What follows belongs to an exercise in optimizing a design on an open flow for small area, a short achievable clock period and few clock cycles; a production flow would make more cautious choices.
At most, simulation tests tie the RTL to the original design; equivalence was not proved.
No driver is modelled on the clock port, so clock power and skew are understated where the tree is cut down; a real chip needs a root buffer or a tree.
Power figures rest on the tool's default switching activity, not on a simulated workload.

==> module LZ77_Encoder, before the edit <==
module LZ77_Encoder(clk,reset,chardata,valid,encode,finish,offset,match_len,char_nxt);
input               clk;
input               reset;
input       [7:0]   chardata;
output reg          valid;
output              encode;
output reg          finish;
output reg  [3:0]   offset;
output reg  [2:0]   match_len;
output      [7:0]   char_nxt;
assign encode = 1'b1;
reg [79:0] hist;
reg [3:0]  cnt;
reg        st;
reg [9:1]  al;
always @(posedge clk)
    hist <= {hist[71:0], chardata};
reg [3:0] cnt_nx;
always @(*)
    case (cnt)
        4'd0: cnt_nx = 4'd1;
        4'd1: cnt_nx = 4'd2;
        4'd2: cnt_nx = 4'd3;
        4'd3: cnt_nx = 4'd4;
        4'd4: cnt_nx = 4'd5;
        4'd5: cnt_nx = 4'd6;
        4'd6: cnt_nx = 4'd7;
        4'd7: cnt_nx = 4'd8;
        default: cnt_nx = 4'd9;
    endcase
always @(posedge clk or posedge reset)
    if (reset) cnt <= 4'd0;
    else       cnt <= cnt_nx;
wire [7:0] cur = hist[7:0];
assign char_nxt = hist[15:8];
wire [9:1] eq;
genvar g;
generate
    for (g = 1; g <= 9; g = g + 1) begin : cmp
        assign eq[g] = (hist[8*g +: 8] == cur);
    end
endgenerate
wire [9:1] mask;
assign mask[1] = |cnt;
assign mask[2] = cnt[3] | cnt[2] | cnt[1];
assign mask[3] = cnt[3] | cnt[2] | (cnt[1] & cnt[0]);
assign mask[4] = cnt[3] | cnt[2];
assign mask[5] = cnt[3] | (cnt[2] & (cnt[1] | cnt[0]));
assign mask[6] = cnt[3] | (cnt[2] & cnt[1]);
assign mask[7] = cnt[3] | (cnt[2] & cnt[1] & cnt[0]);
assign mask[8] = cnt[3];
assign mask[9] = cnt[3] & cnt[0];
wire       en = (cnt != 4'd0);
wire [2:0] je = st ? 3'd0 : match_len;
wire [9:1] a  = al & eq;
wire [2:0] jn = {je[2] ^ (je[1] & je[0]), je[1] ^ je[0], ~je[0]};
reg [3:0] enc;
integer k;
always @(*) begin
    enc = 4'd0;
    for (k = 1; k <= 9; k = k + 1)
        if (a[k]) enc = k - 1;
end
wire kill = (a == 9'd0) || (je == 3'd7);
wire nk   = kill | ~en;
wire emit = en & kill & ~finish;
always @(posedge clk) begin
    st        <= nk;
    al        <= nk ? mask : a;
    match_len <= kill ? je : jn;
    if (!(kill && !st)) offset <= enc;
end
always @(posedge clk or posedge reset)
    if (reset) begin
        valid  <= 1'b0;
        finish <= 1'b0;
    end else begin
        valid <= emit;
        if (emit && cur == 8'h24) finish <= 1'b1;
    end
endmodule
clock: 13.0 ns
lec_check: 0
cap_margin: 40
core_margin: 2
core_utilization: 30
place_density: 0.35
slew_margin: 40
standard.sh (not shown) runs the stock make flow with config.mk's settings and CLKGATE_MAP_FILE= SYNTH_SCRIPT=/design/flow/synth_recipe.tcl, a recipe that flattens the netlist after the stock synthesis.
==> flow/flow/run.sh <==
#!/bin/bash
# Layout flow: the standard synthesis, then the ORFS layout steps with
# settings from flow/params.sh (port buffer cell, setup margin for
# repair_timing), every logic cell first reset to its smallest drive strength
# so that repair only upsizes what timing needs, and the clock tree that CTS
# builds replaced by one level of buffers (flow/clocktree.tcl).
# Each tool's output goes to a log file here.
set -euo pipefail
source flow/params.sh
R=orfs/results/$FLOW_PLATFORM/LZ77_Encoder/base
bash standard.sh synth > synth.log 2>&1
if [[ "${DOWNSIZE:-0}" == 1 ]]; then
  IN_DB=$R/1_synth.odb openroad -no_init -exit flow/downsize.tcl > downsize.log 2>&1
fi
export CLK_GROUPS CLK_BUF
bash standard.sh "${MAKEVARS[@]}" POST_CTS_TCL=$PWD/flow/clocktree.tcl finish > layout.log 2>&1
Other scripts of this flow, unchanged in this note and not shown: flow/flow/clocktree.tcl, flow/flow/downsize.tcl, flow/flow/params.sh
Testbench counts at the start, summed over its fixed seeds: cycles 24,720.
Edit:
--- a/flow/design.v
+++ b/flow/design.v
@@ -59,7 +59,7 @@
 always @(*) begin
     enc = 4'd0;
     for (k = 1; k <= 9; k = k + 1)
-        if (a[k]) enc = k - 1;
+        if (al[k]) enc = k - 1;
 end
 wire kill = (a == 9'd0) || (je == 3'd7);
 wire nk   = kill | ~en;
@@ -68,7 +68,7 @@
     st        <= nk;
     al        <= nk ? mask : a;
     match_len <= kill ? je : jn;
-    if (!(kill && !st)) offset <= enc;
+    offset    <= st ? 4'd0 : enc;
 end
 always @(posedge clk or posedge reset)
     if (reset) begin
=> The changed run went through all stages and came out clean; core utilization falls by 0.56 points; final cell count falls by 3.5%; synthesized cell count falls by 5.2%; die area falls by 3.7%; flip-flop and latch count stays the same; final area falls by 3.7%; via count falls by 8.5%; register-to-register slack improves by 0.04 ns; sequential power stays flat; total power falls by 1.8%; global-route usage falls by 1.3 points; first-iteration DRC count rises by 30%.
Only the layout flow was run in the second run of this note; the RTL was not checked for function there. In every run of this note, the design's own scripts or RTL, not TritonCTS, make the clock network.

## static timing again, ports no longer ideal
No port has a modelled driver above. Below, the same layouts with a new extraction and two added sets of constraints.
Step 1 assumes that a clkbuf_16 drives the clock port and a buf_2 every other input.
Step 2 moves the port delays by t, midway between the first and last clock arrival at a register: inputs arrive t later, outputs are due t later. That takes back most of the time a late clock gives input paths.
Slacks: ideal ports / drivers / drivers and shift; pairs: ideal ports / drivers.
run	shift t [ns]	setup slack, ns	worst data-port slew with drivers (ns)	pins driven straight from the clock port
the first run	0.223	9.723 / 9.635 / 9.857	0.03	4
the second run	0.220	9.709 / 9.625 / 9.845	0.03	4
After both steps every run listed still meets setup and hold.
